Background: an optimization exercise with open tools, aiming at small area. Do not read the settings as production practice. RTL that was checked went through simulation tests only; none was proved equivalent to the original. Function not checked in runs 3 to 6: the RTL went through the layout flow alone. The flow treats the clock pin as an ideal source, which a real chip does not have. No activity file was given, so power comes from the tool's default toggle rates.

==> design/flow/design.v <==
module g_inv(input a, output y);
assign y = ~a;
endmodule
module g_nand2(input a, input b, output y);
assign y = ~(a & b);
endmodule
module g_nand3(input a, input b, input c, output y);
assign y = ~(a & b & c);
endmodule
module g_xor2(input a, input b, output y);
assign y = a ^ b;
endmodule
module g_xnor2(input a, input b, output y);
assign y = ~(a ^ b);
endmodule
module g_a222oi(input a1, input a2, input b1, input b2, input c1, input c2, output y);
assign y = ~((a1 & a2) | (b1 & b2) | (c1 & c2));
endmodule
module g_a31oi(input a1, input a2, input a3, input b1, output y);
assign y = ~((a1 & a2 & a3) | b1);
endmodule
module g_a21oi(input a1, input a2, input b1, output y);
assign y = ~((a1 & a2) | b1);
endmodule
module g_a22o(input a1, input a2, input b1, input b2, output y);
assign y = (a1 & a2) | (b1 & b2);
endmodule
module g_mux2i(input a0, input a1, input s, output y);
assign y = ~(s ? a1 : a0);
endmodule
module g_nor2(input a, input b, output y);
assign y = ~(a | b);
endmodule
module g_ha(input a, input b, output s, output co);
assign s = a ^ b;
assign co = a & b;
endmodule
module g_fa(input a, input b, input ci, output s, output co);
assign s = a ^ b ^ ci;
assign co = (a & b) | (ci & (a ^ b));
endmodule
module Dec7(input [2:0] a, input en, output [7:1] y);
assign y[1] = en & (a == 3'd1);
assign y[2] = en & (a == 3'd2);
assign y[3] = en & (a == 3'd3);
assign y[4] = en & (a == 3'd4);
assign y[5] = en & (a == 3'd5);
assign y[6] = en & (a == 3'd6);
assign y[7] = en & (a == 3'd7);
endmodule
module Dec7N(input [2:0] a, output [7:1] y);
assign y[1] = (a == 3'd1);
assign y[2] = (a == 3'd2);
assign y[3] = (a == 3'd3);
assign y[4] = (a == 3'd4);
assign y[5] = (a == 3'd5);
assign y[6] = (a == 3'd6);
assign y[7] = (a == 3'd7);
endmodule
module ReadBit(input [7:1] sel, input [7:1] r, output y);
wire x1, x2, x3;
g_a222oi u1(.a1(sel[1]), .a2(r[1]), .b1(sel[2]), .b2(r[2]), .c1(sel[3]), .c2(r[3]), .y(x1));
g_a222oi u2(.a1(sel[4]), .a2(r[4]), .b1(sel[5]), .b2(r[5]), .c1(sel[6]), .c2(r[6]), .y(x2));
g_nand2  u3(.a(sel[7]), .b(r[7]), .y(x3));
g_nand3  u4(.a(x1), .b(x2), .c(x3), .y(y));
endmodule
module ReadBitK(input [7:1] sel, input [7:1] r, input kill, output y);
wire x1, x2, x3;
g_a222oi u1(.a1(sel[1]), .a2(r[1]), .b1(sel[2]), .b2(r[2]), .c1(sel[3]), .c2(r[3]), .y(x1));
g_a222oi u2(.a1(sel[4]), .a2(r[4]), .b1(sel[5]), .b2(r[5]), .c1(sel[6]), .c2(r[6]), .y(x2));
g_nand2  u3(.a(sel[7]), .b(r[7]), .y(x3));
g_a31oi  u4(.a1(x1), .a2(x2), .a3(x3), .b1(kill), .y(y));
endmodule
module RegFile(
    input         clock,
    input  [7:1]  wsel,      
    input  [15:0] wdata,
    input  [7:1]  rsel1,
    input  [15:0] kill1,
    output [15:0] rdata1,
    input  [7:1]  rsel2,
    output [15:0] rdata2
);
reg [15:0] regcell [1:7];
integer i;
always @(posedge clock)
    for (i = 1; i < 8; i = i + 1)
        if (wsel[i]) regcell[i] <= wdata;
genvar k;
generate for (k = 0; k < 16; k = k + 1) begin : rd
    wire [7:1] col = {regcell[7][k], regcell[6][k], regcell[5][k], regcell[4][k],
                      regcell[3][k], regcell[2][k], regcell[1][k]};
    ReadBitK p1(.sel(rsel1), .r(col), .kill(kill1[k]), .y(rdata1[k]));
    ReadBit  p2(.sel(rsel2), .r(col), .y(rdata2[k]));
end endgenerate
endmodule
module ALU(
    input  [15:0] a,
    input  [15:0] b,
    input  [15:0] imm,
    input         regb,
    input         sub,
    output [15:0] result,
    output [15:0] prop
);
wire [16:0] c;       
assign c[0] = sub;
genvar k;
generate for (k = 0; k < 16; k = k + 1) begin : bs
    wire bn, bx, p;
    g_a21oi sel(.a1(b[k]), .a2(regb), .b1(imm[k]), .y(bn));
    if (k % 2 == 0) begin : ev
        g_xnor2 inv(.a(bn), .b(sub), .y(bx));                
        g_xor2  pr(.a(a[k]), .b(bx), .y(p));
        g_mux2i cy(.a0(a[k]), .a1(c[k]), .s(p), .y(c[k+1]));  
        g_xor2  sm(.a(p), .b(c[k]), .y(result[k]));
    end else begin : od
        g_xor2  inv(.a(bn), .b(sub), .y(bx));                 
        g_xnor2 pr(.a(a[k]), .b(bx), .y(p));
        g_mux2i cy(.a0(bx), .a1(c[k]), .s(p), .y(c[k+1]));    
        g_xnor2 sm(.a(p), .b(c[k]), .y(result[k]));
    end
    assign prop[k] = p;
end endgenerate
endmodule
module Control(
    input  [2:0] opcode,
    output       memread,    
    output       nmemread,
    output       memwrite,   
    output       regwrite,   
    output       nbranch,    
    output       sub,        
    output       regb,       
    output       kimm,       
    output       nandi,      
    output       npass,      
    output       breg_xm     
);
assign memread  = (opcode == 3'd3);
assign nmemread = ~(opcode == 3'd3);
assign memwrite = (opcode == 3'd4);
assign nbranch  = ~(opcode == 3'd5);
assign regwrite = ~(opcode == 3'd4 || opcode == 3'd5);
assign sub      = (opcode == 3'd1 || opcode == 3'd5);
assign regb     = (opcode == 3'd0 || opcode == 3'd1 || opcode == 3'd2 || opcode == 3'd5);
assign kimm     = (opcode == 3'd3 || opcode == 3'd4 || opcode == 3'd6);
assign nandi    = ~(opcode == 3'd7);
assign npass    = ~(opcode == 3'd2);
assign breg_xm  = opcode[2];
endmodule
module ImmGate(
    input  [6:0]  imm,
    input         kimm,
    input         nandi,
    output [15:0] immg,
    output [15:0] kill
);
wire [6:0] ig = imm & {7{kimm}};
wire [6:0] kl = ~(imm | {7{nandi}});
assign immg = {{9{ig[6]}}, ig};
assign kill = {{9{kl[6]}}, kl};
endmodule
module PCBit1(
    input  pc1,
    input  taken,
    input  imm0,
    input  reset,
    output next1,
    output c2
);
wire o1 = ~taken | imm0;
assign next1 = ~reset & (pc1 ^ o1);
assign c2 = pc1 & o1;
endmodule
module PCOffset(
    input  [6:1] imm,
    input        taken,
    output [15:2] offn
);
wire [6:1] t = ~(imm & {6{taken}});
assign offn = {{9{t[6]}}, t[5:1]};
endmodule
module PCLogic(
    input  [15:1] pc,
    input  [6:0]  imm,
    input         taken,
    input         reset,
    output [15:1] pc_next
);
wire [15:2] offn;
wire [16:2] c;       
PCBit1 b1(.pc1(pc[1]), .taken(taken), .imm0(imm[0]), .reset(reset),
          .next1(pc_next[1]), .c2(c[2]));
PCOffset off1(.imm(imm[6:1]), .taken(taken), .offn(offn));
genvar k;
generate for (k = 2; k < 16; k = k + 1) begin : bs
    wire p, sn;
    g_xnor2 pr(.a(pc[k]), .b(offn[k]), .y(p));             
    if (k % 2 == 0) begin : ev
        if (k < 15) begin : cy
            g_mux2i m(.a0(pc[k]), .a1(c[k]), .s(p), .y(c[k+1]));      
        end
        g_xnor2 sm(.a(p), .b(c[k]), .y(sn));                
    end else begin : od
        if (k < 15) begin : cy
            g_mux2i m(.a0(offn[k]), .a1(c[k]), .s(p), .y(c[k+1]));    
        end
        g_xor2 sm(.a(p), .b(c[k]), .y(sn));                 
    end
    g_nor2 rs(.a(sn), .b(reset), .y(pc_next[k]));
end endgenerate
endmodule
module Taken(
    input  [15:0] prop,
    input         nbranch,
    output        taken
);
assign taken = (&prop) & ~nbranch;
endmodule
module MIPSL(
    output [15:0] iaddr,     
    output [15:0] daddr,     
    output        dwrite,    
    output        dread,     
    output [15:0] dwdata,    
    output [15:0] alu_out,   
    input         clock,
    input  [15:0] idata,     
    input  [15:0] ddata,     
    input         reset
);
wire [2:0] opcode = idata[15:13];
wire [2:0] Xm = idata[12:10];
wire [2:0] Xn = idata[5:3];
wire [2:0] Xd = idata[2:0];
wire [6:0] imm = idata[12:6];
wire memread, nmemread, memwrite, regwrite, nbranch, sub, regb, kimm, nandi, npass, breg_xm;
Control control1(
    .opcode(opcode), .memread(memread), .nmemread(nmemread), .memwrite(memwrite),
    .regwrite(regwrite), .nbranch(nbranch), .sub(sub), .regb(regb), .kimm(kimm),
    .nandi(nandi), .npass(npass), .breg_xm(breg_xm)
);
wire [15:0] immg, kill;
ImmGate immgate1(.imm(imm), .kimm(kimm), .nandi(nandi), .immg(immg), .kill(kill));
wire [7:1] wsel, rsel1, rsel2;
Dec7 decw(.a(Xd), .en(regwrite), .y(wsel));
Dec7 dec1(.a(Xn), .en(npass), .y(rsel1));
Dec7N dec2(.a(breg_xm ? Xm : Xd), .y(rsel2));
wire [15:0] rdata1, rdata2, result, wdata, prop;
RegFile regfile1(
    .clock(clock), .wsel(wsel), .wdata(wdata),
    .rsel1(rsel1), .kill1(kill), .rdata1(rdata1),
    .rsel2(rsel2), .rdata2(rdata2)
);
ALU alu1(
    .a(rdata1), .b(rdata2), .imm(immg), .regb(regb), .sub(sub), .result(result), .prop(prop)
);
genvar k;
generate for (k = 0; k < 16; k = k + 1) begin : wd
    g_a22o m(.a1(memread), .a2(ddata[k]), .b1(nmemread), .b2(result[k]), .y(wdata[k]));
end endgenerate
wire taken;
Taken taken1(.prop(prop), .nbranch(nbranch), .taken(taken));
reg [15:1] PC;
wire [15:1] PCNext;
PCLogic pclogic1(.pc(PC), .imm(imm), .taken(taken), .reset(reset), .pc_next(PCNext));
always @(posedge clock) PC <= PCNext;
assign iaddr = {PC, 1'b0};
assign daddr = result;
assign alu_out = result;
assign dread = memread;
assign dwrite = memwrite;
assign dwdata = rdata2;
endmodule
==> design/flow/flow/run.sh <==
#!/bin/bash
# Layout flow: the standard ORFS flow, with
#  - synthesis mapped by an area-oriented ABC script (flow/abc_area.script),
#  - the smallest buffer (buf_1) on the ports,
#  - a hand-built two-level clock tree (flow/manual_cts.tcl: one root
#    buffer driving eight leaf buffers, each at the centre of its group of
#    flip-flops) in place of TritonCTS, which is pointed at the clock port
#    net only and so finds nothing left to buffer.
# Each step's full output goes to a log file in the work folder.
set -euo pipefail
W=$(pwd)
rm -rf "$W/scripts_area"
cp -r "$FLOW_HOME/scripts" "$W/scripts_area"
cp "$W/flow/abc_area.script" "$W/scripts_area/abc_area.script"

bash "$W/standard.sh" SCRIPTS_DIR="$W/scripts_area" synth > "$W/flow_synth.log" 2>&1

export MCTS_N=8 MCTS_BUF=sky130_fd_sc_hd__clkbuf_8 MCTS_N1=1 MCTS_BUF1=sky130_fd_sc_hd__clkbuf_8
bash "$W/standard.sh" \
  BUFFER_PORTS_ARGS="-buffer_cell sky130_fd_sc_hd__buf_1" \
  PRE_CTS_TCL="$W/flow/manual_cts.tcl" \
  CTS_ARGS="-repair_clock_nets -dont_use_dummy_load -clk_nets clock" \
  finish > "$W/flow_layout.log" 2>&1
==> design/flow/flow/abc_area.script <==
&get -n
&st
&dch
&nf -R 1000
&put
==> design/flow/flow/manual_cts.tcl <==
# Build the clock tree by hand: the flip-flops are split into MCTS_N groups
# by position (alternating median cuts), each driven by a buffer of type
# MCTS_BUF placed at its group's centre. If MCTS_N1 is set, those buffers
# are in turn split into MCTS_N1 groups, each driven by a buffer of type
# MCTS_BUF1; the clock port drives the top level.
proc mcts_split {items axis n} {
  if {$n <= 1} { return [list $items] }
  set idx [expr {$axis == "x" ? 1 : 2}]
  set sorted [lsort -real -index $idx $items]
  set half [expr {$n / 2}]
  set cut [expr {int(round([llength $sorted] * double($half) / $n))}]
  set a [lrange $sorted 0 [expr {$cut - 1}]]
  set b [lrange $sorted $cut end]
  set next [expr {$axis == "x" ? "y" : "x"}]
  return [concat [mcts_split $a $next $half] [mcts_split $b $next [expr {$n - $half}]]]
}
proc mcts_center {it} {
  set bb [[$it getInst] getBBox]
  return [list $it [expr {([$bb xMin] + [$bb xMax]) / 2}] [expr {([$bb yMin] + [$bb yMax]) / 2}]]
}
# Drive each group of iterms from a new buffer on net src; returns the
# buffers' input iterms.
proc mcts_level {src groups bufname prefix} {
  set db [ord::get_db]
  set block [ord::get_db_block]
  set master [$db findMaster $bufname]
  set ins {}
  set i 0
  foreach g $groups {
    set sx 0; set sy 0
    foreach e $g { set sx [expr {$sx + [lindex $e 1]}]; set sy [expr {$sy + [lindex $e 2]}] }
    set cx [expr {int($sx / [llength $g])}]
    set cy [expr {int($sy / [llength $g])}]
    set buf [odb::dbInst_create $block $master "${prefix}_buf_$i"]
    set net [odb::dbNet_create $block "${prefix}_net_$i"]
    $net setSigType CLOCK
    foreach e $g {
      set it [lindex $e 0]
      $it disconnect
      $it connect $net
    }
    [$buf findITerm A] connect $src
    [$buf findITerm X] connect $net
    $buf setLocation $cx $cy
    $buf setPlacementStatus PLACED
    puts "mcts: $prefix buffer $i ($bufname) drives [llength $g] pins at ($cx, $cy)"
    lappend ins [$buf findITerm A]
    incr i
  }
  return $ins
}
proc manual_clock_tree {} {
  set block [ord::get_db_block]
  set clk [$block findNet clock]
  set items {}
  foreach it [$clk getITerms] { lappend items [mcts_center $it] }
  set leaves [mcts_level $clk [mcts_split $items x $::env(MCTS_N)] $::env(MCTS_BUF) mcts_leaf]
  if {[info exists ::env(MCTS_N1)] && $::env(MCTS_N1) > 0} {
    set items {}
    foreach it $leaves { lappend items [mcts_center $it] }
    mcts_level $clk [mcts_split $items x $::env(MCTS_N1)] $::env(MCTS_BUF1) mcts_mid
  }
}
manual_clock_tree
==> design/flow/standard.sh <==
#!/bin/bash
# synth_recipe.tcl (not shown) runs the flow's synth.tcl, then flattens the netlist and writes it again
# the make line also repeats each setting of config.mk as NAME=value (left out here)
make -C /OpenROAD-flow-scripts/flow DESIGN_CONFIG=/design/flow/config.mk WORK_HOME=/design/flow/orfs CLKGATE_MAP_FILE= SYNTH_SCRIPT=/design/flow/synth_recipe.tcl "${@:-finish}"
==> design/flow/config.mk <==
export PLATFORM = sky130hd
export DESIGN_NAME = MIPSL
export DESIGN_NICKNAME = MIPSL
export VERILOG_FILES = /design/flow/design.v
export SDC_FILE = /design/flow/constraint.sdc
export NUM_CORES = 4
export LEC_CHECK = 0
export ABC_AREA = 1
export CAP_MARGIN = 20
export CORE_MARGIN = 2
export CORE_UTILIZATION = 60
export PLACE_DENSITY = 0.72
export SLEW_MARGIN = 20
export SYNTH_HIERARCHICAL = 1
==> design/flow/constraint.sdc <==
create_clock -name core_clock -period 11.0 [get_ports {clock}]
set_input_delay 2.2000 -clock core_clock [delete_from_list [all_inputs] [get_ports {clock}]]
set_output_delay 2.2000 -clock core_clock [all_outputs]
set_load 0.01 [all_outputs]
==> out/results.ini, run 1 <==
[run_status]
status = timing/DRC/antenna clean

[timing]
drv_slew = 0
setup_viol = 0
tns_ns = 0
finalCritPeriodShare_pct = 94.2
clock_skew_ns = 0.0167
final_hold_viol_count = 0
relSlewSlack_pct = 25.5
holdWs_ns = 0.598
timing.fmax_ghz = 0.0965
tightest_slew_ns = 1.11
period_needed_ns = 10.37
setup_ws_ns = 0.634
rsz0062_at_grt = no

[routing]
dr.pass1.iters = 12
vias_per_cell = 6.82
vias = 5142
routedWlPerCell_um = 24.3
wl_um = 18400
dr.first_iter.drc_count = 933
top_layer = met4
ant_nets = 0
wl_met2_um = 8980
drc = 0
wl_met1_um = 6620
met3_length_um = 2160

[synthesis]
ys_ff_latch = 127
yosysWarnings = 9
seq_area_frac_synth_pct = 54.8
synth_nets = 578
ys_top_cells_by_area = edfxtp_1 50%, a222oi_1 9.6%, buf_4 6.7%, xnor2_1 5.9%, dfxtp_1 4.5%
syn_avg_cell_area_um2 = 12.3
ys_types = 27
synth_cells = 543
synth_top_area_share_pct = 50.3
synth_area_um2 = 6680
synth.largest_area_cell = edfxtp_1

[power]
power.density_nw_per_um2 = 189
p_leak_nw = 2.31
power_frac_seq_pct = 49.0
p_clk_share_pct = 15.9
p_int_mw = 0.868
switching_share_pct = 35.6
switching_power_mw = 0.479
pwr-share-comb_pct = 35.1
worst_ir_drop_vdd_mv = 0.124

[worst_setup_path]
cp.required_ns = 8.80
cp_max_fo = 16
crit_start = idata[15]
r2r_cells = 25
cp-end-kind = output pin
worstSetupStartpointType = input pin
path_class = input pin to output pin
reg2reg_from = regfile1.regcell[1][13]$_DFFE_PP_
regToRegSetupSlack_ns = 4.23
crit_arrival_ns = 8.17
r2r-end = PC[15]$_DFF_P_

[hold_path]
hold_depth = 2
min_path_type = flop to flop
hold_start = PC[1]$_DFF_P_
whs_endpoint = PC[1]$_DFF_P_

[floorplan]
die-area_um2 = 12000
io_pins = 100
coreArea_um2 = 10800
die-width_um = 110
num_rows = 38
initial_utilization_pct = 61.7
dieHeight_um = 110

[global_route]
grt_overflow_total = 0
grt_max_degree = 21
first_global_vias = 4806
track_usage_pct = 29.6
antenna_found_initial = 0
grt_pass1_wl_um = 26500

[place]
place_ws_ns = 0.544
gp_congestion = 0.868
port_buffers = 98
dp.final_hpwl_um = 11700

[clock_network]
clkLatencyLatePin_ns = 0.41
path_clk_slew_ns = 0.11
cts_hold_buf = 0

[cells_and_area]
post_route_cells_drive_above_1_share_pct = 6.68
antenna_cells = 0
fin_nets = 651
mostFrequentLayoutCell = edfxtp_1
final_cell_mix = 112 x edfxtp_1, 98 x buf_1, 64 x a222oi_1, 48 x nand2_1, 45 x xnor2_1
syn2layout_area_growth_pct = 6.59

[flow_run]
maxCapViolations = 0

[cell type report]
cell class,instances,area [um^2]
sequential,127,3660
tap,140,175
fill,838,3720
buffer,9,124
inverter,1,3.75
multi-input combinational,355,2610
timing repair buffer,122,548
[metal layers]
| metal | GRT usage, % | vias up |
|---|---|---|
| met5 | 0 | - |
| met2 | 49.6 | 360 |
| met4 | 11.8 | 0 |
| met1 | 39.3 | 2493 |
| li1 | - | 2237 |
| met3 | 3.68 | 52 |
[flip-flops by register name, summed over array words and instances, names as in the netlist]
| signal | count |
|---|---|
| regfile1.regcell | 112 |
| PC | 15 |
[power by group through the flow]
| stage | logic, mW | registers (mW) | clock network (mW) |
|---|---|---|---|
| 3_5_place_dp | 0.463 | 0.670 | 0 |
| 4_1_cts | 0.465 | 0.670 | 0.153 |
| 3_3_place_gp | 0.453 | 0.666 | 0 |
| 5_1_grt | 0.509 | 0.663 | 0.236 |
| 6_report | 0.472 | 0.660 | 0.214 |
| 2_1_floorplan | 0.384 | 0.665 | 0 |
[per-module statistics from Yosys, one instance, submodules excluded, a selection]
module   times used  cells inside
g_nand3          16             1
Taken             1             7
g_nand2          32             1
MIPSL             1            36
ImmGate           1            32
g_a22o           16             1
[stage by stage]
step / std cells / instance area [um^2] / utilization [%] / total power [mW]
after detailed placement: 741 / 6970 / 64.3 / 1.13
after floorplan: 543 / 6680 / - / 1.05
after CTS: 750 / 7090 / 65.4 / 1.29
after global placement: 741 / 6960 / 64.2 / 1.12
after global routing: 754 / 7120 / 65.7 / 1.41
final: 754 / 7120 / 65.7 / 1.35
[cells in the mapped netlist, drive strengths merged]
master	n
or4	1
clkinv	1
and3b	2
mux2i	28
ha	1
a21oi	17
nor3	3
nand2	48
nand4	3
xnor2	45
nor3b	3
a222oi	64
buf	60
dfxtp	15
and2	7
xor2	31
nand3	17
a31oi	16
a22o	16
or2	1
edfxtp	112
nor2b	2
nor2	37
conb	1
mux2	3
nand2b	8
and3	1
[what timing repair did]
item,CTS,global route
buffers inserted,0,4
resized for setup,0,2
endpoints found under the setup margin,0,2
[worst max-delay path, stage by stage]
cell and delay, ns:
buf_1 0.30, mux2_1 0.48, and3b_1 0.48, a222oi_1 0.39
nand3_1 0.16, a21oi_1 0.21, xnor2_1 0.15, xor2_1 0.29
mux2i_1 0.16, mux2i_1 0.27, mux2i_1 0.16, mux2i_1 0.27
mux2i_1 0.17, mux2i_1 0.25, mux2i_1 0.15, mux2i_1 0.24
mux2i_1 0.15, mux2i_1 0.23, mux2i_1 0.16, mux2i_1 0.26
mux2i_1 0.16, mux2i_1 0.28, mux2i_1 0.15, xnor2_1 0.25
buf_1 0.18
[how the worst max path moves through the flow]
stage / to / slack, ns
floorplan: daddr[15] / 0.81
global placement: daddr[15] / 0.57
detailed placement: daddr[15] / 0.54
CTS: daddr[15] / 0.54
global route: alu_out[15] / 0.02
finish: daddr[15] / 0.63
[logic make-up (layout without fill, tap and decap cells)]
| group | Yosys count | after routing | synth area share (%) |
|---|---|---|---|
| and+or+nand+nor | 133 | 133 | 9.04 |
| DFF | 127 | 127 | 54.8 |
| AOI/OAI and AO/OA | 113 | 113 | 14.5 |
| xor gates and xnor gates | 76 | 76 | 9.96 |
| buffers and inverters | 61 | 132 | 6.80 |
| muxes | 31 | 31 | 4.70 |
| adders and majority gates | 1 | 1 | 0.187 |
| other | 1 | 1 | 0.0561 |
==> run 2: changes to the inputs <==
--- a/design/flow/config.mk
+++ b/design/flow/config.mk
@@ -8,7 +8,7 @@
 export ABC_AREA = 1
 export CAP_MARGIN = 20
 export CORE_MARGIN = 2
-export CORE_UTILIZATION = 60
-export PLACE_DENSITY = 0.72
+export CORE_UTILIZATION = 40
+export PLACE_DENSITY = 0.6
 export SLEW_MARGIN = 20
 export SYNTH_HIERARCHICAL = 1
==> out/results.ini, run 2 <==
[place]
dp.final_hpwl_um = 13700  ; +16%
dp.cells = 825  ; +11%
place_ws_ns = 0.823  ; +0.278 ns
port_buffers = 98  ; unchanged
gp_congestion = 0.890  ; +2.5%

[synthesis]
yosys_most_used_dff = edfxtp_1
yosysWarnings = 9  ; unchanged
ys_top_cells_by_area = edfxtp_1 50%, a222oi_1 9.6%, buf_4 6.7%, xnor2_1 5.9%, dfxtp_1 4.5%
yosysMostFrequentCell = edfxtp_1
synth_edf_count = 112  ; unchanged
synth_area_um2 = 6680  ; unchanged
synth_cells = 543  ; unchanged
seq_area_frac_synth_pct = 54.8  ; unchanged
synthTopCellsByCount = 112 x edfxtp_1, 64 x a222oi_1, 60 x buf_4
ys_types = 27  ; unchanged
synth.largest_area_cell = edfxtp_1
synth_top_area_share_pct = 50.3  ; unchanged
ys_ff_latch = 127  ; unchanged
async_flop_share_pct = 0  ; unchanged
synth_nets = 578  ; unchanged
syn_avg_cell_area_um2 = 12.3  ; unchanged

[timing]
rsz0062_at_grt = no
period_needed_ns = 10.32  ; -0.0433 ns
timing.fmax_ghz = 0.0969  ; +0.42%
setup_viol = 0  ; unchanged
relSlewSlack_pct = 22.5  ; -3.0 points
finalCritPeriodShare_pct = 93.8  ; -0.39 points
final_hold_viol_count = 0  ; unchanged
tns_ns = 0  ; unchanged
drv_slew = 0  ; unchanged
clock_skew_ns = 0.0165  ; -0.000191 ns
setup_ws_ns = 0.678  ; +0.0433 ns
tightest_slew_ns = 1.16  ; +0.0442 ns

[floorplan]
die-width_um = 133  ; +22%
die-area_um2 = 17800  ; +48%
coreArea_um2 = 16500  ; +52%
io_pins = 100  ; unchanged
num_rows = 47  ; +24%
initial_utilization_pct = 40.6  ; -21 points
dieHeight_um = 133  ; +22%

[cells_and_area]
largestRegisters = regfile1.regcell: 112 flops, PC: 15 flops
largest_reg_flops = 112  ; unchanged
fin_nets = 651  ; unchanged
ff_latch_area_um2 = 3660  ; unchanged
fillCellCount = 1544  ; +84%
mostFrequentLayoutCell = edfxtp_1
syn2layout_area_growth_pct = 7.97
post_route_cells_drive_above_1_share_pct = 6.51  ; -0.16 points
top_register = regfile1.regcell
final_cell_mix = 112 x edfxtp_1, 98 x buf_1, 64 x a222oi_1, 48 x nand2_1, 45 x xnor2_1
antenna_cells = 0  ; unchanged
multiInputGateArea_um2 = 2600  ; -0.29%
final_cells = 834  ; +11%

[worst_setup_path]
crit_arrival_ns = 8.12  ; -0.05 ns
cp_max_fo = 11  ; -5
path_class = input pin to output pin
worstSetupStartpointType = input pin
cp.required_ns = 8.80  ; about the same
cp-end-kind = output pin

[flow_run]
maxCapViolations = 0  ; unchanged

[power]
power.density_nw_per_um2 = 188  ; -0.62%
worst_ir_drop_vdd_mv = 0.0709  ; -43%
p_leak_nw = 2.31  ; -0.12%

[routing]
vias = 5123  ; -0.37%
dr.first_iter.drc_count = 887  ; -4.9%
vias_per_cell = 6.14  ; -9.9%
wl_um = 20200  ; +9.9%
routedWlPerCell_um = 24.2  ; -0.67%
dr.pass1.iters = 9  ; -3
ant_nets = 0  ; unchanged
drc = 0  ; unchanged

[global_route]
antenna_found_initial = 0  ; unchanged
track_usage_pct = 21.7  ; -7.9 points
grt_overflow_total = 0  ; unchanged
first_global_vias = 4950  ; +3.0%
grt_max_degree = 20  ; -4.8%
grt_pass1_wl_um = 29500  ; +12%

[clock_network]
cts_hold_buf = 0  ; unchanged
cts_resized = 0  ; unchanged
post_cts.repair.setup_buffers = 0  ; unchanged
path_clk_slew_ns = 0.10  ; about the same
clkLatencyLatePin_ns = 0.40  ; about the same

[run_status]
status = timing/DRC/antenna clean

[hold_path]
min_path_type = flop to flop

-- run 2: cell counts after synthesis --
No cell type changed its count.
-- run 2: report_power, final --
part,leakage [nW],internal (mW),total [mW],switching [mW]
clock,0.0647,0.0742,0.216,0.141
sequential,1.15,0.641,0.660,0.0192
combinational,1.09,0.152,0.480,0.328
-- run 2: path summary, 6_finish.rpt --
path,start,endpoint,slack [ns],cells after the start
max,idata[15],daddr[15],0.68,26
min,PC[1]$_DFF_P_,PC[1]$_DFF_P_,0.67,2
max reg2reg,regfile1.regcell[1][14]$_DFFE_PP_,PC[15]$_DFF_P_,4.76,26
min reg2reg,PC[1]$_DFF_P_,PC[1]$_DFF_P_,0.67,2
-- run 2: kinds of logic (layout without fill, tap and decap cells) --
kind of cell | after synthesis | count (layout) | share of synthesized area [%]
and+or+nand+nor | 133 | 133 | 9.04
DFF | 127 | 127 | 54.8
AOI/OAI and AO/OA | 113 | 113 | 14.5
xor gates and xnor gates | 76 | 76 | 9.96
buffers and inverters | 61 | 132 | 6.80
muxes | 31 | 31 | 4.70
adders and majority gates | 1 | 1 | 0.187
other | 1 | 1 | 0.0561
-- run 2: per-module statistics from Yosys, one instance, submodules excluded, a selection --
module	times used	cell area, um^2
Control	1	62.6
Dec7	2	53.8
Dec7N	1	53.8
ImmGate	1	205
MIPSL	1	465
PCOffset	1	82.6
g_a222oi	64	10.0
g_a22o	16	8.76
g_a31oi	16	6.26
g_nand2	32	3.75
g_xnor2	45	8.76
g_xor2	31	8.76
-- run 2: critical path, cell delays in order --
cell and delay [ns]:
buf_1 0.18, mux2_1 0.45, nor3b_2 0.56, buf_4 0.34, a222oi_1 0.10, nand3_1 0.15
a21oi_1 0.09, xnor2_1 0.20, xor2_1 0.32, mux2i_1 0.17, mux2i_1 0.24, mux2i_1 0.15
mux2i_1 0.28, mux2i_1 0.17, mux2i_1 0.27, mux2i_1 0.16, mux2i_1 0.25, mux2i_1 0.15
mux2i_1 0.24, mux2i_1 0.16, mux2i_1 0.25, mux2i_1 0.16, mux2i_1 0.23, mux2i_1 0.12
xnor2_1 0.33, buf_1 0.19
-- run 2: through the flow --
stage | total power [mW] | hold WS [ns] | area [um^2] | util (%)
final | 1.36 | 0.667 | 7220 | 43.8
after global routing | 1.42 | 0.707 | 7220 | 43.8
after CTS | 1.30 | 0.652 | 7220 | 43.8
after detailed placement | 1.14 | 0.644 | 7090 | 43.1
after global placement | 1.14 | 0.584 | 7090 | 43.1
after floorplan | 1.05 | 0.629 | 6680 | -
-- run 2: final cells by class --
class,count,area share (%)
Timing Repair Buffer,122,7.59
Buffer,9,1.72
Inverter,1,0.0520
Sequential cell,127,50.8
Tap cell,220,3.81
Multi-Input combinational cell,355,36.1
-- run 2: layer usage --
layer / global-route usage [%] / part of all wire, % / vias up
li1: - / - / 2234
met1: 29.5 / 39 / 2472
met2: 35.8 / 46 / 370
met3: 4.15 / 11 / 47
met4: 5.73 / 3.1 / 0
met5: 0 / 0 / -
==> run 3: changes to the inputs <==
--- a/design/flow/design.v
+++ b/design/flow/design.v
@@ -40,22 +40,38 @@
 assign co = (a & b) | (ci & (a ^ b));
 endmodule
 module Dec7(input [2:0] a, input en, output [7:1] y);
-assign y[1] = en & (a == 3'd1);
-assign y[2] = en & (a == 3'd2);
-assign y[3] = en & (a == 3'd3);
-assign y[4] = en & (a == 3'd4);
-assign y[5] = en & (a == 3'd5);
-assign y[6] = en & (a == 3'd6);
-assign y[7] = en & (a == 3'd7);
+wire [7:1] yn;
+assign yn[1] = ~(en & (a == 3'd1));
+assign yn[2] = ~(en & (a == 3'd2));
+assign yn[3] = ~(en & (a == 3'd3));
+assign yn[4] = ~(en & (a == 3'd4));
+assign yn[5] = ~(en & (a == 3'd5));
+assign yn[6] = ~(en & (a == 3'd6));
+assign yn[7] = ~(en & (a == 3'd7));
+g_inv d1(.a(yn[1]), .y(y[1]));
+g_inv d2(.a(yn[2]), .y(y[2]));
+g_inv d3(.a(yn[3]), .y(y[3]));
+g_inv d4(.a(yn[4]), .y(y[4]));
+g_inv d5(.a(yn[5]), .y(y[5]));
+g_inv d6(.a(yn[6]), .y(y[6]));
+g_inv d7(.a(yn[7]), .y(y[7]));
 endmodule
 module Dec7N(input [2:0] a, output [7:1] y);
-assign y[1] = (a == 3'd1);
-assign y[2] = (a == 3'd2);
-assign y[3] = (a == 3'd3);
-assign y[4] = (a == 3'd4);
-assign y[5] = (a == 3'd5);
-assign y[6] = (a == 3'd6);
-assign y[7] = (a == 3'd7);
+wire [7:1] yn;
+assign yn[1] = ~(a == 3'd1);
+assign yn[2] = ~(a == 3'd2);
+assign yn[3] = ~(a == 3'd3);
+assign yn[4] = ~(a == 3'd4);
+assign yn[5] = ~(a == 3'd5);
+assign yn[6] = ~(a == 3'd6);
+assign yn[7] = ~(a == 3'd7);
+g_inv d1(.a(yn[1]), .y(y[1]));
+g_inv d2(.a(yn[2]), .y(y[2]));
+g_inv d3(.a(yn[3]), .y(y[3]));
+g_inv d4(.a(yn[4]), .y(y[4]));
+g_inv d5(.a(yn[5]), .y(y[5]));
+g_inv d6(.a(yn[6]), .y(y[6]));
+g_inv d7(.a(yn[7]), .y(y[7]));
 endmodule
 module ReadBit(input [7:1] sel, input [7:1] r, output y);
 wire x1, x2, x3;
==> out/results.ini, run 3 <==
[run_status]
status = timing/DRC/antenna clean

[timing]
period_needed_ns = 10.22  ; -0.103 ns
timing.fmax_ghz = 0.0979  ; +1.0%
setup_ws_ns = 0.780  ; +0.103 ns
rsz0062_at_grt = no
finalCritPeriodShare_pct = 92.9  ; -0.93 points
tightest_slew_ns = 1.13  ; -0.0244 ns
drv_slew = 0  ; unchanged
relSlewSlack_pct = 24.1  ; +1.6 points
final_hold_viol_count = 0  ; unchanged
setup_viol = 0  ; unchanged
holdWs_ns = 0.632  ; -0.0348 ns
tns_ns = 0  ; unchanged
clock_skew_ns = 0.0130  ; -0.00343 ns

[global_route]
first_global_vias = 5054  ; +2.1%
grt_overflow_total = 0  ; unchanged
antenna_found_initial = 0  ; unchanged
grt_pass1_wl_um = 29800  ; +1.1%
grt_max_degree = 20  ; unchanged
track_usage_pct = 21.6  ; -0.13 points

[cells_and_area]
fillCellCount = 1585  ; +2.7%
mostFrequentLayoutCell = edfxtp_1
largest_reg_flops = 112  ; unchanged
antenna_cells = 0  ; unchanged
post_route_cells_drive_above_1_share_pct = 4.31  ; -2.2 points
largestRegisters = regfile1.regcell: 112 flops, PC: 15 flops
top_register = regfile1.regcell
syn2layout_area_growth_pct = 6.60
final_cell_mix = 112 x edfxtp_1, 98 x buf_1, 64 x a222oi_1, 48 x nand2_1, 45 x xnor2_1
fin_nets = 663  ; +1.8%

[floorplan]
die-width_um = 134  ; +0.60%
initial_utilization_pct = 40.8  ; +0.21 points
die-area_um2 = 18000  ; +1.2%
num_rows = 47  ; unchanged
io_pins = 100  ; unchanged
coreArea_um2 = 16600  ; +0.71%
dieHeight_um = 134  ; +0.60%

[synthesis]
synth_area_um2 = 6770  ; +1.2%
synth_nets = 597  ; +3.3%
synthTopCellsByCount = 112 x edfxtp_1, 64 x a222oi_1, 60 x buf_4
yosysMostFrequentCell = edfxtp_1
yosys_most_used_dff = edfxtp_1
syn_avg_cell_area_um2 = 12.0  ; -2.2%
yosysWarnings = 9  ; unchanged
synth_edf_count = 112  ; unchanged
ys_ff_latch = 127  ; unchanged
synth_top_area_share_pct = 49.7  ; -0.61 points
ys_types = 26  ; -3.7%
seq_area_frac_synth_pct = 54.1  ; -0.67 points
synth.largest_area_cell = edfxtp_1
async_flop_share_pct = 0  ; unchanged
synth_cells = 562  ; +3.5%
ys_top_cells_by_area = edfxtp_1 50%, a222oi_1 9.5%, buf_4 6.7%, xnor2_1 5.8%, dfxtp_1 4.4%

[worst_setup_path]
crit_arrival_ns = 8.02  ; -0.10 ns
path_class = input pin to output pin
worstSetupStartpointType = input pin
crit_start = idata[15]
r2r-end = PC[15]$_DFF_P_
reg2reg_from = regfile1.regcell[4][10]$_DFFE_PP_
critPathCapture = alu_out[15]
regToRegSetupSlack_ns = 4.67  ; -0.09 ns
cp_max_fo = 10  ; -1
cp-end-kind = output pin
cp.required_ns = 8.80  ; about the same
r2r_cells = 26  ; unchanged

[routing]
wl_um = 20200  ; about the same
routedWlPerCell_um = 23.8  ; -1.5%
vias = 5177  ; +1.1%
vias_per_cell = 6.12  ; -0.38%
dr.pass1.iters = 6  ; -3
drc = 0  ; unchanged
ant_nets = 0  ; unchanged
dr.first_iter.drc_count = 836  ; -5.7%

[hold_path]
min_path_type = flop to flop
hold_depth = 2  ; unchanged

[clock_network]
cts_resized = 0  ; unchanged
cts_hold_buf = 0  ; unchanged
post_cts.repair.setup_buffers = 0  ; unchanged
clkLatencyLatePin_ns = 0.40  ; about the same
path_clk_slew_ns = 0.10  ; about the same

[place]
place_ws_ns = 0.804  ; -0.0183 ns
dp.final_hpwl_um = 13700  ; about the same
gp_congestion = 0.872  ; -2.0%
port_buffers = 98  ; unchanged

[power]
p_total_mw = 1.35  ; -0.31%
worst_ir_drop_vdd_mv = 0.110  ; +55%
p_leak_nw = 2.28  ; -1.1%
power.density_nw_per_um2 = 187  ; -0.26%

[flow_run]
maxCapViolations = 0  ; unchanged

[run 3: cell count changes in the layout (fill, tap and decap cells not counted), sizes merged, moves of 6 or more]
cell | previous run | this run
nor2 | 37 | 27
clkinv | 1 | 22
buf | 122 | 115
nor2b | 2 | 8
nand2b | 8 | 2
nand3 | 17 | 26
[run 3: kinds of logic after synthesis]
logic type / after synthesis / share of synthesized area [%]
AND/OR/NAND/NOR: 131 / 8.99
flip-flops: 127 / 54.1
AO/OA/AOI/OAI: 113 / 14.3
buffers and inverters: 82 / 7.88
XOR/XNOR: 76 / 9.84
multiplexers: 31 / 4.64
adder cells (fa/ha/maj): 1 / 0.185
other: 1 / 0.0554
[run 3: per-stage QoR]
step / area [um^2] / util [%] / std cells
6_report: 7210 / 43.5 / 846
5_1_grt: 7210 / 43.5 / 846
4_1_cts: 7210 / 43.5 / 846
3_5_place_dp: 7090 / 42.7 / 837
3_3_place_gp: 7090 / 42.7 / 837
2_1_floorplan: 6770 / - / 562
[run 3: cell type report]
| type | count | area, um^2 | area share, % |
|---|---|---|---|
| Sequential cell | 127 | 3660 | 50.8 |
| Tap cell | 220 | 275 | 3.82 |
| Multi-Input combinational cell | 353 | 2570 | 35.7 |
| Buffer | 9 | 124 | 1.72 |
| Inverter | 22 | 82.6 | 1.14 |
| Timing Repair Buffer | 115 | 495 | 6.87 |
[run 3: how the worst min path moves through the flow]
stage	start	to	slack, ns
floorplan	PC[1]$_DFF_P_	PC[1]$_DFF_P_	0.63
global placement	PC[1]$_DFF_P_	PC[1]$_DFF_P_	0.61
detailed placement	PC[1]$_DFF_P_	PC[1]$_DFF_P_	0.61
CTS	PC[1]$_DFF_P_	PC[1]$_DFF_P_	0.61
global route	PC[1]$_DFF_P_	PC[1]$_DFF_P_	0.67
finish	PC[1]$_DFF_P_	PC[1]$_DFF_P_	0.63
[run 3: critical path, stage by stage]
cell      delay (ns)
buf_1           0.30
mux2_1          0.46
nand3b_1        0.14
clkinv_1        0.30
a222oi_1        0.39
nand3_1         0.15
a21oi_1         0.22
xnor2_1         0.17
xor2_1          0.34
mux2i_1         0.32
mux2i_1         0.15
mux2i_1         0.23
mux2i_1         0.15
mux2i_1         0.24
mux2i_1         0.15
mux2i_1         0.24
mux2i_1         0.16
mux2i_1         0.24
mux2i_1         0.14
mux2i_1         0.25
mux2i_1         0.16
mux2i_1         0.23
mux2i_1         0.15
mux2i_1         0.19
xnor2_1         0.18
buf_1           0.18
[run 3: routing by layer]
layer  GRT usage (%)  vias up  routed length, um  part of all wire (%)
met5               0        -                  0                     0
met4            7.78        0                706                   3.5
met3            3.48       63               2240                    11
met2            36.3      363               9410                    47
met1            28.2     2487               7800                    39
li1                -     2264                  -                     -
[run 3: where the power goes]
part           leakage [nW]  internal [mW]  switching, mW
Clock                0.0647         0.0742          0.142
Sequential             1.15          0.641         0.0208
Combinational          1.07          0.151          0.322
[run 3: Yosys stat by module, one instance, submodules excluded, a selection]
module    copies in the design  flops+latches  cells inside
PCOffset                     1              0            14
g_nor2                      14              0             1
Taken                        1              0             7
Dec7N                        1              0             8
g_a222oi                    64              0             1
g_xnor2                     45              0             1
PCBit1                       1              0             3
g_mux2i                     28              0             1
g_a21oi                     16              0             1
g_a31oi                     16              0             1
==> run 4: changes to the inputs <==
--- a/design/flow/config.mk
+++ b/design/flow/config.mk
@@ -9,6 +9,6 @@
 export CAP_MARGIN = 20
 export CORE_MARGIN = 2
 export CORE_UTILIZATION = 40
-export PLACE_DENSITY = 0.6
+export PLACE_DENSITY = 0.8
 export SLEW_MARGIN = 20
 export SYNTH_HIERARCHICAL = 1
==> out/results.ini, run 4 <==
[timing]
tns_ns = 0  ; unchanged
finalCritPeriodShare_pct = 94.6  ; +1.6 points
setup_viol = 0  ; unchanged
final_hold_viol_count = 0  ; unchanged
rsz0062_at_grt = no
drv_slew = 0  ; unchanged
clock_skew_ns = 0.0143  ; +0.00130 ns
period_needed_ns = 10.40  ; +0.181 ns
tightest_slew_ns = 1.04  ; -0.0918 ns
relSlewSlack_pct = 30.3  ; +6.1 points
timing.fmax_ghz = 0.0961  ; -1.7%

[hold_path]
min_path_type = flop to flop

[global_route]
antenna_found_initial = 0  ; unchanged
grt_overflow_total = 0  ; unchanged
track_usage_pct = 20.1  ; -1.5 points
grt_max_degree = 21  ; +5.0%
first_global_vias = 4921  ; -2.6%
grt_pass1_wl_um = 28200  ; -5.4%

[cells_and_area]
antenna_cells = 0  ; unchanged
top_register = regfile1.regcell
mostFrequentLayoutCell = edfxtp_1
largest_reg_flops = 112  ; unchanged
final_cell_area_um2 = 7220  ; about the same
largestRegisters = regfile1.regcell: 112 flops, PC: 15 flops
final_cell_mix = 112 x edfxtp_1, 98 x buf_1, 64 x a222oi_1, 48 x nand2_1, 45 x xnor2_1
syn2layout_area_growth_pct = 6.64  ; about the same
post_route_cells_drive_above_1_share_pct = 4.47  ; +0.16 points
fin_nets = 663  ; unchanged

[place]
place_area_um2 = 7090  ; about the same
port_buffers = 98  ; unchanged
gp_congestion = 0.925  ; +6.1%
dp.final_hpwl_um = 12600  ; -8.1%

[worst_setup_path]
cp_max_fo = 9  ; -1
cp-end-kind = output pin
cp.required_ns = 8.80  ; about the same
path_class = input pin to output pin
crit_arrival_ns = 8.20  ; +0.18 ns
worstSetupStartpointType = input pin
regToRegSetupSlack_ns = 4.45  ; -0.22 ns

[synthesis]
synth_area_um2 = 6770  ; unchanged
yosysWarnings = 9  ; unchanged
yosysMostFrequentCell = edfxtp_1
synth.largest_area_cell = edfxtp_1
ys_types = 26  ; unchanged
async_flop_share_pct = 0  ; unchanged
syn_avg_cell_area_um2 = 12.0  ; unchanged
ys_top_cells_by_area = edfxtp_1 50%, a222oi_1 9.5%, buf_4 6.7%, xnor2_1 5.8%, dfxtp_1 4.4%
seq_area_frac_synth_pct = 54.1  ; unchanged
synthTopCellsByCount = 112 x edfxtp_1, 64 x a222oi_1, 60 x buf_4
yosys_most_used_dff = edfxtp_1
synth_top_area_share_pct = 49.7  ; unchanged
ys_ff_latch = 127  ; unchanged
synth_cells = 562  ; unchanged
synth_edf_count = 112  ; unchanged
synth_nets = 597  ; unchanged

[floorplan]
die-area_um2 = 18000  ; unchanged
io_pins = 100  ; unchanged
coreArea_um2 = 16600  ; unchanged
num_rows = 47  ; unchanged
initial_utilization_pct = 40.8  ; unchanged
dieHeight_um = 134  ; unchanged
die-width_um = 134  ; unchanged

[clock_network]
path_clk_slew_ns = 0.10  ; about the same
post_cts.repair.setup_buffers = 0  ; unchanged
clkLatencyLatePin_ns = 0.39  ; about the same
cts_hold_buf = 0  ; unchanged
cts_resized = 0  ; unchanged

[routing]
routedWlPerCell_um = 22.3  ; -6.6%
dr.first_iter.drc_count = 1063  ; +27%
drc = 0  ; unchanged
dr.pass1.iters = 9  ; +3
vias = 5169  ; -0.15%
ant_nets = 0  ; unchanged
wl_um = 18800  ; -6.6%
vias_per_cell = 6.11  ; -0.15%

[power]
power.density_nw_per_um2 = 187  ; about the same
p_total_mw = 1.35  ; about the same
worst_ir_drop_vdd_mv = 0.0714  ; -35%
p_leak_nw = 2.28  ; about the same

[run_status]
status = timing/DRC/antenna clean

[flow_run]
maxCapViolations = 0  ; unchanged

==> run 4: cell counts after synthesis <==
Identical to the previous run, type by type.
==> run 4: logic make-up after synthesis <==
logic type | after synthesis | share of synthesized area [%]
AOI/OAI and AO/OA | 113 | 14.3
muxes | 31 | 4.64
other | 1 | 0.0554
xor gates and xnor gates | 76 | 9.84
adders and majority gates | 1 | 0.185
and+or+nand+nor | 131 | 8.99
buffers and inverters | 82 | 7.88
DFF | 127 | 54.1
==> run 4: per-layer routing <==
metal  GRT usage (%)  wire [um]
met1            27.5       7200
met2            33.4       9080
met3            3.55       2090
met4            4.85        460
met5               0          0
==> run 4: final timing paths <==
kind	from	endpoint	depth (start not counted)
worst max register to register	regfile1.regcell[4][14]$_DFFE_PP_	PC[15]$_DFF_P_	26
worst min register to register	PC[1]$_DFF_P_	PC[1]$_DFF_P_	2
worst max-delay path	idata[15]	daddr[15]	26
worst min-delay path	PC[1]$_DFF_P_	PC[1]$_DFF_P_	2
==> run 4: layout make-up <==
cell class                 instances  area [um^2]
multi-input combinational        353         2570
timing repair buffer             115          495
fill                            1530         9370
tap                              220          275
inverter                          22         82.6
buffer                             9          124
sequential                       127         3660
==> run 4: where the power goes <==
part	internal, mW	switching [mW]	total, mW
logic	0.151	0.324	0.475
clock network	0.0742	0.140	0.214
registers	0.641	0.0205	0.662
==> run 4: per-module statistics from Yosys, one instance, submodules excluded, excerpt <==
module	area, um^2	cells	copies in the design
MIPSL	465	36	1
ImmGate	205	32	1
ALU	120	16	1
PCOffset	82.6	14	1
Control	62.6	13	1
Dec7	56.3	11	2
Dec7N	52.6	8	1
Taken	38.8	7	1
g_xnor2	8.76	1	45
g_a22o	8.76	1	16
g_a31oi	6.26	1	16
g_nand3	5.00	1	16
g_inv	3.75	1	21
g_nor2	3.75	1	14
==> run 4: per-stage QoR <==
step / cells / hold WS, ns / util (%) / setup WS [ns]
6_report: 846 / 0.618 / 43.5 / 0.599
5_1_grt: 846 / 0.639 / 43.5 / 0.0411
4_1_cts: 846 / 0.602 / 43.5 / 0.677
3_5_place_dp: 837 / 0.601 / 42.8 / 0.678
3_3_place_gp: 837 / 0.577 / 42.8 / 0.934
2_1_floorplan: 562 / 0.629 / - / 0.805
==> run 4: worst max-delay path: stages <==
cell      delay, ns
buf_1          0.31
mux2_1         0.45
or3b_1         0.19
clkinv_1       0.23
a222oi_1       0.42
nand3_1        0.14
a21oi_1        0.20
xnor2_1        0.15
xor2_1         0.30
mux2i_1        0.33
mux2i_1        0.16
mux2i_1        0.25
mux2i_1        0.16
mux2i_1        0.26
mux2i_1        0.16
mux2i_1        0.26
mux2i_1        0.17
mux2i_1        0.24
mux2i_1        0.16
mux2i_1        0.32
mux2i_1        0.17
mux2i_1        0.24
mux2i_1        0.15
mux2i_1        0.19
xnor2_1        0.18
buf_1          0.18
==> run 5: changes to the inputs <==
--- a/design/flow/config.mk
+++ b/design/flow/config.mk
@@ -8,7 +8,8 @@
 export ABC_AREA = 1
 export CAP_MARGIN = 20
 export CORE_MARGIN = 2
-export CORE_UTILIZATION = 40
-export PLACE_DENSITY = 0.8
+export CORE_UTILIZATION = 50
+export GPL_ROUTABILITY_DRIVEN = 0
+export PLACE_DENSITY = 0.7
 export SLEW_MARGIN = 20
 export SYNTH_HIERARCHICAL = 1
==> out/results.ini, run 5 <==
[floorplan]
dieHeight_um = 120  ; -10%
initial_utilization_pct = 51.1  ; +10 points
io_pins = 100  ; unchanged
coreArea_um2 = 13200  ; -20%
die-width_um = 120  ; -10%
num_rows = 42  ; -11%
die-area_um2 = 14500  ; -19%

[global_route]
track_usage_pct = 25.9  ; +5.8 points
grt_pass1_wl_um = 28700  ; +1.7%
antenna_found_initial = 0  ; unchanged
grt_overflow_total = 0  ; unchanged
first_global_vias = 5102  ; +3.7%
grt_max_degree = 20  ; -4.8%

[synthesis]
yosysMostFrequentCell = edfxtp_1
yosys_most_used_dff = edfxtp_1
syn_avg_cell_area_um2 = 12.0  ; unchanged
synth_cells = 562  ; unchanged
synth_nets = 597  ; unchanged
synth_edf_count = 112  ; unchanged
async_flop_share_pct = 0  ; unchanged
synth_top_area_share_pct = 49.7  ; unchanged
ys_types = 26  ; unchanged
synthTopCellsByCount = 112 x edfxtp_1, 64 x a222oi_1, 60 x buf_4
ys_ff_latch = 127  ; unchanged
ys_top_cells_by_area = edfxtp_1 50%, a222oi_1 9.5%, buf_4 6.7%, xnor2_1 5.8%, dfxtp_1 4.4%
yosysWarnings = 9  ; unchanged
seq_area_frac_synth_pct = 54.1  ; unchanged
synth.largest_area_cell = edfxtp_1
synth_area_um2 = 6770  ; unchanged

[worst_setup_path]
r2r-end = PC[15]$_DFF_P_
worstSetupStartpointType = input pin
cp.required_ns = 8.80  ; about the same
crit_start = idata[15]
r2r_cells = 25  ; -3.8%
regToRegSetupSlack_ns = 4.16  ; -0.29 ns
reg2reg_from = regfile1.regcell[4][13]$_DFFE_PP_
cp_max_fo = 9  ; unchanged
critPathCapture = alu_out[15]
path_class = input pin to output pin
cp-end-kind = output pin
crit_arrival_ns = 7.88  ; -0.32 ns

[power]
p_int_mw = 0.866  ; about the same
power_frac_seq_pct = 49.1  ; about the same
switching_power_mw = 0.479  ; -1.2%
switching_share_pct = 35.6  ; -0.27 points
p_total_mw = 1.34  ; -0.48%
pwr-share-comb_pct = 34.8  ; -0.4 points
worst_ir_drop_vdd_mv = 0.119  ; +66%
p_leak_nw = 2.27  ; -0.23%
power.density_nw_per_um2 = 188  ; +0.43%
p_clk_share_pct = 16.1  ; +0.3 points

[timing]
setup_ws_ns = 0.916  ; +0.317 ns
drv_slew = 0  ; unchanged
tightest_slew_ns = 1.08  ; +0.0398 ns
tns_ns = 0  ; unchanged
holdWs_ns = 0.631  ; +0.0133 ns
final_hold_viol_count = 0  ; unchanged
relSlewSlack_pct = 27.6  ; -2.7 points
setup_viol = 0  ; unchanged
rsz0062_at_grt = no
period_needed_ns = 10.08  ; -0.317 ns
clock_skew_ns = 0.0148  ; +0.000496 ns
finalCritPeriodShare_pct = 91.7  ; -2.9 points
timing.fmax_ghz = 0.0992  ; +3.1%

[place]
place_ws_ns = 0.963  ; +0.285 ns
port_buffers = 98  ; unchanged
dp.final_hpwl_um = 12400  ; -1.4%

[clock_network]
clkLatencyLatePin_ns = 0.41  ; +0.02 ns
cts_hold_buf = 0  ; unchanged
post_cts.repair.setup_buffers = 0  ; unchanged
path_clk_slew_ns = 0.10  ; about the same
cts_resized = 0  ; unchanged

[routing]
wl_um = 19300  ; +2.6%
vias_per_cell = 6.40  ; +4.8%
ant_nets = 0  ; unchanged
drc = 0  ; unchanged
dr.first_iter.drc_count = 748  ; -30%
routedWlPerCell_um = 24.1  ; +8.3%
vias = 5129  ; -0.77%
dr.pass1.iters = 10  ; +1

[cells_and_area]
fin_nets = 662  ; -0.15%
mostFrequentLayoutCell = edfxtp_1
largestRegisters = regfile1.regcell: 112 flops, PC: 15 flops
post_route_cells_drive_above_1_share_pct = 4.16  ; -0.31 points
antenna_cells = 0  ; unchanged
syn2layout_area_growth_pct = 5.68
largest_reg_flops = 112  ; unchanged
top_register = regfile1.regcell
final_cell_mix = 112 x edfxtp_1, 98 x buf_1, 64 x a222oi_1, 48 x nand2_1, 45 x xnor2_1

[flow_run]
maxCapViolations = 0  ; unchanged

[hold_path]
min_path_type = flop to flop

[run_status]
status = timing/DRC/antenna clean

==> run 5: cell types whose count changed in the layout (fill, tap and decap cells not counted), sizes merged <==
cell / before / now
buf: 115 / 114
==> run 5: logic make-up (layout without fill, tap and decap cells) <==
logic type / after synthesis / in the layout / share of synthesized area [%]
xor gates and xnor gates: 76 / 76 / 9.84
adders and majority gates: 1 / 1 / 0.185
buffers and inverters: 82 / 145 / 7.88
AOI/OAI and AO/OA: 113 / 113 / 14.3
and+or+nand+nor: 131 / 131 / 8.99
other: 1 / 1 / 0.0554
DFF: 127 / 127 / 54.1
muxes: 31 / 31 / 4.64
==> run 5: critical path, cell delays in order <==
cell	delay, ns
buf_1	0.33
mux2_1	0.46
or3b_1	0.21
clkinv_1	0.11
a222oi_1	0.35
nand3_1	0.15
a21oi_1	0.20
xnor2_1	0.15
xor2_1	0.31
mux2i_1	0.17
mux2i_1	0.26
mux2i_1	0.16
mux2i_1	0.26
mux2i_1	0.15
mux2i_1	0.23
mux2i_1	0.15
mux2i_1	0.24
mux2i_1	0.15
mux2i_1	0.24
mux2i_1	0.15
mux2i_1	0.28
mux2i_1	0.17
mux2i_1	0.24
mux2i_1	0.13
xnor2_1	0.26
buf_1	0.18
==> run 5: cell type report <==
cell class                      count  area, um^2
Fill cell                        1161        6090
Sequential cell                   127        3660
Multi-Input combinational cell    353        2570
Timing Repair Buffer              114         488
Tap cell                          176         220
Buffer                              9         124
Inverter                           22        82.6
==> run 5: modules after synthesis (local to each module, per instance), a selection <==
module    flops+latches  copies in the design  cells inside
ALU                   0                     1            16
Dec7                  0                     2            11
Dec7N                 0                     1             8
ImmGate               0                     1            32
PCBit1                0                     1             3
RegFile             112                     1           112
g_a222oi              0                    64             1
g_a22o                0                    16             1
g_inv                 0                    21             1
g_mux2i               0                    28             1
g_nand2               0                    32             1
g_nor2                0                    14             1
g_xnor2               0                    45             1
g_xor2                0                    31             1
==> run 5: worst min path at each step <==
stage / start / endpoint / cells past startpoint
2_1_floorplan: PC[1]$_DFF_P_ / PC[1]$_DFF_P_ / 2
3_3_place_gp: PC[1]$_DFF_P_ / PC[1]$_DFF_P_ / 2
3_5_place_dp: PC[1]$_DFF_P_ / PC[1]$_DFF_P_ / 2
4_1_cts: PC[1]$_DFF_P_ / PC[1]$_DFF_P_ / 2
5_1_grt: PC[1]$_DFF_P_ / PC[1]$_DFF_P_ / 2
6_report: PC[1]$_DFF_P_ / PC[1]$_DFF_P_ / 2
==> run 5: metal layers <==
metal,vias to the layer above,routed length [um],global-route usage (%)
met4,0,769,9.96
met2,371,9120,42.7
met5,-,0,0
li1,2267,-,-
met3,50,2270,4.29
met1,2441,7160,34.3
==> run 5: power groups by stage <==
| stage | Clock, mW | Combinational (mW) | Sequential [mW] |
|---|---|---|---|
| after floorplan | 0 | 0.385 | 0.665 |
| after global placement | 0 | 0.455 | 0.667 |
| after detailed placement | 0 | 0.464 | 0.670 |
| after CTS | 0.153 | 0.467 | 0.670 |
| after global routing | 0.236 | 0.503 | 0.664 |
| final | 0.217 | 0.468 | 0.660 |
==> run 5: stage by stage <==
| stage | instances | utilization [%] | area, um^2 |
|---|---|---|---|
| after floorplan | 562 | - | 6770 |
| after global placement | 792 | 53.1 | 7030 |
| after detailed placement | 792 | 53.1 | 7030 |
| after CTS | 801 | 54.0 | 7150 |
| after global routing | 801 | 54.0 | 7150 |
| final | 801 | 54.0 | 7150 |
==> run 6: changes to the inputs <==
--- a/design/flow/design.v
+++ b/design/flow/design.v
@@ -56,6 +56,22 @@
 g_inv d6(.a(yn[6]), .y(y[6]));
 g_inv d7(.a(yn[7]), .y(y[7]));
 endmodule
+module Dec7B(input [2:0] a, input en, output [7:1] y, output [7:1] yn);
+assign yn[1] = ~(en & (a == 3'd1));
+assign yn[2] = ~(en & (a == 3'd2));
+assign yn[3] = ~(en & (a == 3'd3));
+assign yn[4] = ~(en & (a == 3'd4));
+assign yn[5] = ~(en & (a == 3'd5));
+assign yn[6] = ~(en & (a == 3'd6));
+assign yn[7] = ~(en & (a == 3'd7));
+g_inv d1(.a(yn[1]), .y(y[1]));
+g_inv d2(.a(yn[2]), .y(y[2]));
+g_inv d3(.a(yn[3]), .y(y[3]));
+g_inv d4(.a(yn[4]), .y(y[4]));
+g_inv d5(.a(yn[5]), .y(y[5]));
+g_inv d6(.a(yn[6]), .y(y[6]));
+g_inv d7(.a(yn[7]), .y(y[7]));
+endmodule
 module Dec7N(input [2:0] a, output [7:1] y);
 wire [7:1] yn;
 assign yn[1] = ~(a == 3'd1);
@@ -90,6 +106,7 @@
 module RegFile(
     input         clock,
     input  [7:1]  wsel,      
+    input  [7:1]  wseln,
     input  [15:0] wdata,
     input  [7:1]  rsel1,
     input  [15:0] kill1,
@@ -97,15 +114,19 @@
     input  [7:1]  rsel2,
     output [15:0] rdata2
 );
-reg [15:0] regcell [1:7];
-integer i;
-always @(posedge clock)
-    for (i = 1; i < 8; i = i + 1)
-        if (wsel[i]) regcell[i] <= wdata;
-genvar k;
+wire [15:0] q [1:7];
+genvar j, k;
+generate for (j = 1; j < 8; j = j + 1) begin : rg
+    reg  [15:0] r;
+    wire [15:0] d;
+    for (k = 0; k < 16; k = k + 1) begin : b
+        g_a22o hold(.a1(wsel[j]), .a2(wdata[k]), .b1(wseln[j]), .b2(r[k]), .y(d[k]));
+    end
+    always @(posedge clock) r <= d;
+    assign q[j] = r;
+end endgenerate
 generate for (k = 0; k < 16; k = k + 1) begin : rd
-    wire [7:1] col = {regcell[7][k], regcell[6][k], regcell[5][k], regcell[4][k],
-                      regcell[3][k], regcell[2][k], regcell[1][k]};
+    wire [7:1] col = {q[7][k], q[6][k], q[5][k], q[4][k], q[3][k], q[2][k], q[1][k]};
     ReadBitK p1(.sel(rsel1), .r(col), .kill(kill1[k]), .y(rdata1[k]));
     ReadBit  p2(.sel(rsel2), .r(col), .y(rdata2[k]));
 end endgenerate
@@ -259,13 +280,13 @@
 );
 wire [15:0] immg, kill;
 ImmGate immgate1(.imm(imm), .kimm(kimm), .nandi(nandi), .immg(immg), .kill(kill));
-wire [7:1] wsel, rsel1, rsel2;
-Dec7 decw(.a(Xd), .en(regwrite), .y(wsel));
+wire [7:1] wsel, wseln, rsel1, rsel2;
+Dec7B decw(.a(Xd), .en(regwrite), .y(wsel), .yn(wseln));
 Dec7 dec1(.a(Xn), .en(npass), .y(rsel1));
 Dec7N dec2(.a(breg_xm ? Xm : Xd), .y(rsel2));
 wire [15:0] rdata1, rdata2, result, wdata, prop;
 RegFile regfile1(
-    .clock(clock), .wsel(wsel), .wdata(wdata),
+    .clock(clock), .wsel(wsel), .wseln(wseln), .wdata(wdata),
     .rsel1(rsel1), .kill1(kill), .rdata1(rdata1),
     .rsel2(rsel2), .rdata2(rdata2)
 );
--- a/design/flow/config.mk
+++ b/design/flow/config.mk
@@ -8,8 +8,7 @@
 export ABC_AREA = 1
 export CAP_MARGIN = 20
 export CORE_MARGIN = 2
-export CORE_UTILIZATION = 50
-export GPL_ROUTABILITY_DRIVEN = 0
-export PLACE_DENSITY = 0.7
+export CORE_UTILIZATION = 40
+export PLACE_DENSITY = 0.6
 export SLEW_MARGIN = 20
 export SYNTH_HIERARCHICAL = 1
==> out/results.ini, run 6 <==
[run_status]
status = timing/DRC/antenna clean

[worst_setup_path]
crit_arrival_ns = 8.16  ; +0.28 ns
path_class = input pin to output pin
worstSetupStartpointType = input pin
cp.required_ns = 8.80  ; about the same
crit_start = idata[15]
r2r_cells = 25  ; unchanged
cp_max_fo = 10  ; +1
reg2reg_from = regfile1.rg[1].r[14]$_DFF_P_
regToRegSetupSlack_ns = 4.24  ; +0.08 ns
cp-end-kind = output pin
critPathCapture = alu_out[15]
r2r-end = PC[15]$_DFF_P_

[cells_and_area]
final_cell_mix = 128 x a22o_1, 127 x dfxtp_1, 97 x buf_1, 64 x a222oi_1, 48 x nand2_1
mostFrequentLayoutCell = a22o_1
antenna_cells = 0  ; unchanged
largestRegisters = regfile1.rg.r: 112 flops, PC: 15 flops
largest_reg_flops = 112  ; unchanged
syn2layout_area_growth_pct = 7.36
fin_nets = 780  ; +18%
post_route_cells_drive_above_1_share_pct = 4.58  ; +0.42 points
top_register = regfile1.rg.r
fillCellCount = 1600  ; +38%

[synthesis]
yosysMostFrequentCell = a22o_1
synth_top_area_share_pct = 38.4  ; -11 points
ys_top_cells_by_area = dfxtp_1 38%, a22o_1 17%, a222oi_1 9.7%, buf_4 6.8%, xnor2_1 5.9%
ys_ff_latch = 127  ; unchanged
yosys_most_used_dff = dfxtp_1
synth_nets = 709  ; +19%
synth.largest_area_cell = dfxtp_1
syn_avg_cell_area_um2 = 9.83  ; -18%
yosysWarnings = 8  ; -1
synth_area_um2 = 6630  ; -2.1%
seq_area_frac_synth_pct = 38.4  ; -16 points
ys_types = 25  ; -3.8%
synth_edf_count = 0  ; -100%
synthTopCellsByCount = 128 x a22o_1, 127 x dfxtp_1, 64 x a222oi_1
async_flop_share_pct = 0  ; unchanged
synth_cells = 674  ; +20%

[power]
power.density_nw_per_um2 = 293  ; +56%
p_leak_nw = 2.73  ; +20%
worst_ir_drop_vdd_mv = 0.197  ; +66%

[floorplan]
coreArea_um2 = 16400  ; +24%
num_rows = 47  ; +12%
dieHeight_um = 133  ; +10%
io_pins = 100  ; unchanged
initial_utilization_pct = 40.4  ; -11 points
die-width_um = 133  ; +10%
die-area_um2 = 17600  ; +22%

[global_route]
grt_pass1_wl_um = 35000  ; +22%
track_usage_pct = 25.1  ; -0.79 points
grt_overflow_total = 0  ; unchanged
antenna_found_initial = 0  ; unchanged
grt_max_degree = 20  ; unchanged
first_global_vias = 6027  ; +18%

[flow_run]
maxCapViolations = 0  ; unchanged

[routing]
dr.pass1.iters = 11  ; +1
top_layer = met4
wl_met2_um = 10300  ; +13%
dr.first_iter.drc_count = 1189  ; +59%
met3_length_um = 2940  ; +30%
vias_per_cell = 6.50  ; +1.5%
drc = 0  ; unchanged
routedWlPerCell_um = 24.5  ; +1.5%
wl_um = 23600  ; +22%
ant_nets = 0  ; unchanged
vias = 6257  ; +22%
wl_met1_um = 9360  ; +31%

[place]
gp_congestion = 0.874
port_buffers = 98  ; unchanged
place_ws_ns = 0.534  ; -0.429 ns
dp.final_hpwl_um = 14900  ; +21%

[timing]
setup_viol = 0  ; unchanged
final_hold_viol_count = 0  ; unchanged
relSlewSlack_pct = 27.7  ; +0.049 points
clock_skew_ns = 0.0189  ; +0.00406 ns
rsz0062_at_grt = no
finalCritPeriodShare_pct = 94.2  ; +2.5 points
period_needed_ns = 10.36  ; +0.273 ns
timing.fmax_ghz = 0.0966  ; -2.6%
setup_ws_ns = 0.643  ; -0.273 ns
tightest_slew_ns = 1.08  ; -0.000735 ns
tns_ns = 0  ; unchanged
drv_slew = 0  ; unchanged

[hold_path]
min_path_type = flop to flop

[clock_network]
cts_hold_buf = 0  ; unchanged
path_clk_slew_ns = 0.10  ; about the same
clkLatencyLatePin_ns = 0.42  ; about the same
post_cts.repair.setup_buffers = 0  ; unchanged

## run 6: cell count changes after synthesis
cell      change
a22o_1      +112
dfxtp_1     +112
edfxtp_1    -112
## run 6: report_power, final
| group | leakage, nW | internal (mW) | switching (mW) | total (mW) |
|---|---|---|---|---|
| Sequential | 1.06 | 0.662 | 0.163 | 0.825 |
| Clock | 0.0647 | 0.0742 | 0.148 | 0.223 |
| Combinational | 1.60 | 0.408 | 0.629 | 1.04 |
| Total | 2.73 | 1.14 | 0.940 | 2.08 |
## run 6: Yosys stat by module (local to each module, per instance), a selection
module    area [um^2]  copies in the design  cells
RegFile          2240                     1    112
Dec7N            52.6                     1      8
ALU               120                     1     16
MIPSL             465                     1     36
g_nand3          5.00                    16      1
ImmGate           205                     1     32
g_a21oi          5.00                    16      1
g_xor2           8.76                    31      1
PCBit1           25.0                     1      3
Dec7B            56.3                     1     11
PCOffset         82.6                     1     14
Dec7             56.3                     1     11
g_mux2i          10.0                    28      1
g_a22o           8.76                   128      1
g_nor2           3.75                    14      1
## run 6: worst min path at each step
stage | cells past startpoint | to | start
floorplan | 1 | regfile1.rg[1].r[0]$_DFF_P_ | regfile1.rg[1].r[0]$_DFF_P_
global placement | 1 | regfile1.rg[1].r[6]$_DFF_P_ | regfile1.rg[1].r[6]$_DFF_P_
detailed placement | 1 | regfile1.rg[7].r[8]$_DFF_P_ | regfile1.rg[7].r[8]$_DFF_P_
CTS | 1 | regfile1.rg[2].r[12]$_DFF_P_ | regfile1.rg[2].r[12]$_DFF_P_
global route | 1 | regfile1.rg[2].r[7]$_DFF_P_ | regfile1.rg[2].r[7]$_DFF_P_
finish | 1 | regfile1.rg[7].r[7]$_DFF_P_ | regfile1.rg[7].r[7]$_DFF_P_
## run 6: cell type report
cell class / count / area (um^2) / share of cell area [%]
flip-flops and latches: 127 / 2540 / 35.7
well taps: 220 / 275 / 3.87
inverters: 22 / 82.6 / 1.16
multi-input cells: 465 / 3560 / 50.0
plain buffers: 9 / 124 / 1.74
repair buffers: 120 / 534 / 7.51
## run 6: logic make-up (layout without fill, tap and decap cells)
group / count (synthesis) / after routing / synth area share, %
buf+inv: 82 / 151 / 8.04
flops: 127 / 127 / 38.4
other cells: 1 / 1 / 0.0566
compound gates: 225 / 225 / 29.4
mux: 31 / 31 / 4.74
fa+ha+maj: 1 / 1 / 0.189
simple gates: 131 / 131 / 9.18
xor+xnor: 76 / 76 / 10.0
## run 6: routing by layer
layer / vias to the layer above / GRT usage [%]
met5: - / 0
met4: 0 / 11.6
met3: 64 / 4.90
met2: 502 / 39.0
met1: 2969 / 33.6
li1: 2722 / -
## run 6: repair_timing
item / 4_1_cts / 5_1_grt
gates resized for setup: 0 / 1
setup endpoints to repair: 0 / 2
hold endpoints to repair: 0 / 0
## run 6: worst max-delay path, cell delays in order
cell      delay [ns]
clkbuf_2        0.20
mux2_1          0.43
or3b_1          0.20
clkinv_1        0.29
a222oi_1        0.45
nand3_1         0.15
a21oi_1         0.20
xnor2_1         0.15
xor2_1          0.32
mux2i_1         0.30
mux2i_1         0.15
mux2i_1         0.25
mux2i_1         0.15
mux2i_1         0.30
mux2i_1         0.17
mux2i_1         0.25
mux2i_1         0.15
mux2i_1         0.25
mux2i_1         0.15
mux2i_1         0.30
mux2i_1         0.17
mux2i_1         0.24
mux2i_1         0.15
mux2i_1         0.20
xnor2_1         0.19
buf_1           0.19
## run 6: through the flow
| step | power [mW] | util, % | cells | hold WS (ns) | area (um^2) |
|---|---|---|---|---|---|
| after global routing | 2.18 | 43.4 | 963 | 0.522 | 7110 |
| after detailed placement | 1.84 | 42.6 | 954 | 0.480 | 6990 |
| after CTS | 2.01 | 43.4 | 963 | 0.485 | 7110 |
| after global placement | 1.81 | 42.6 | 954 | 0.473 | 6990 |
| final | 2.08 | 43.4 | 963 | 0.508 | 7110 |
| after floorplan | 1.64 | - | 674 | 0.460 | 6630 |
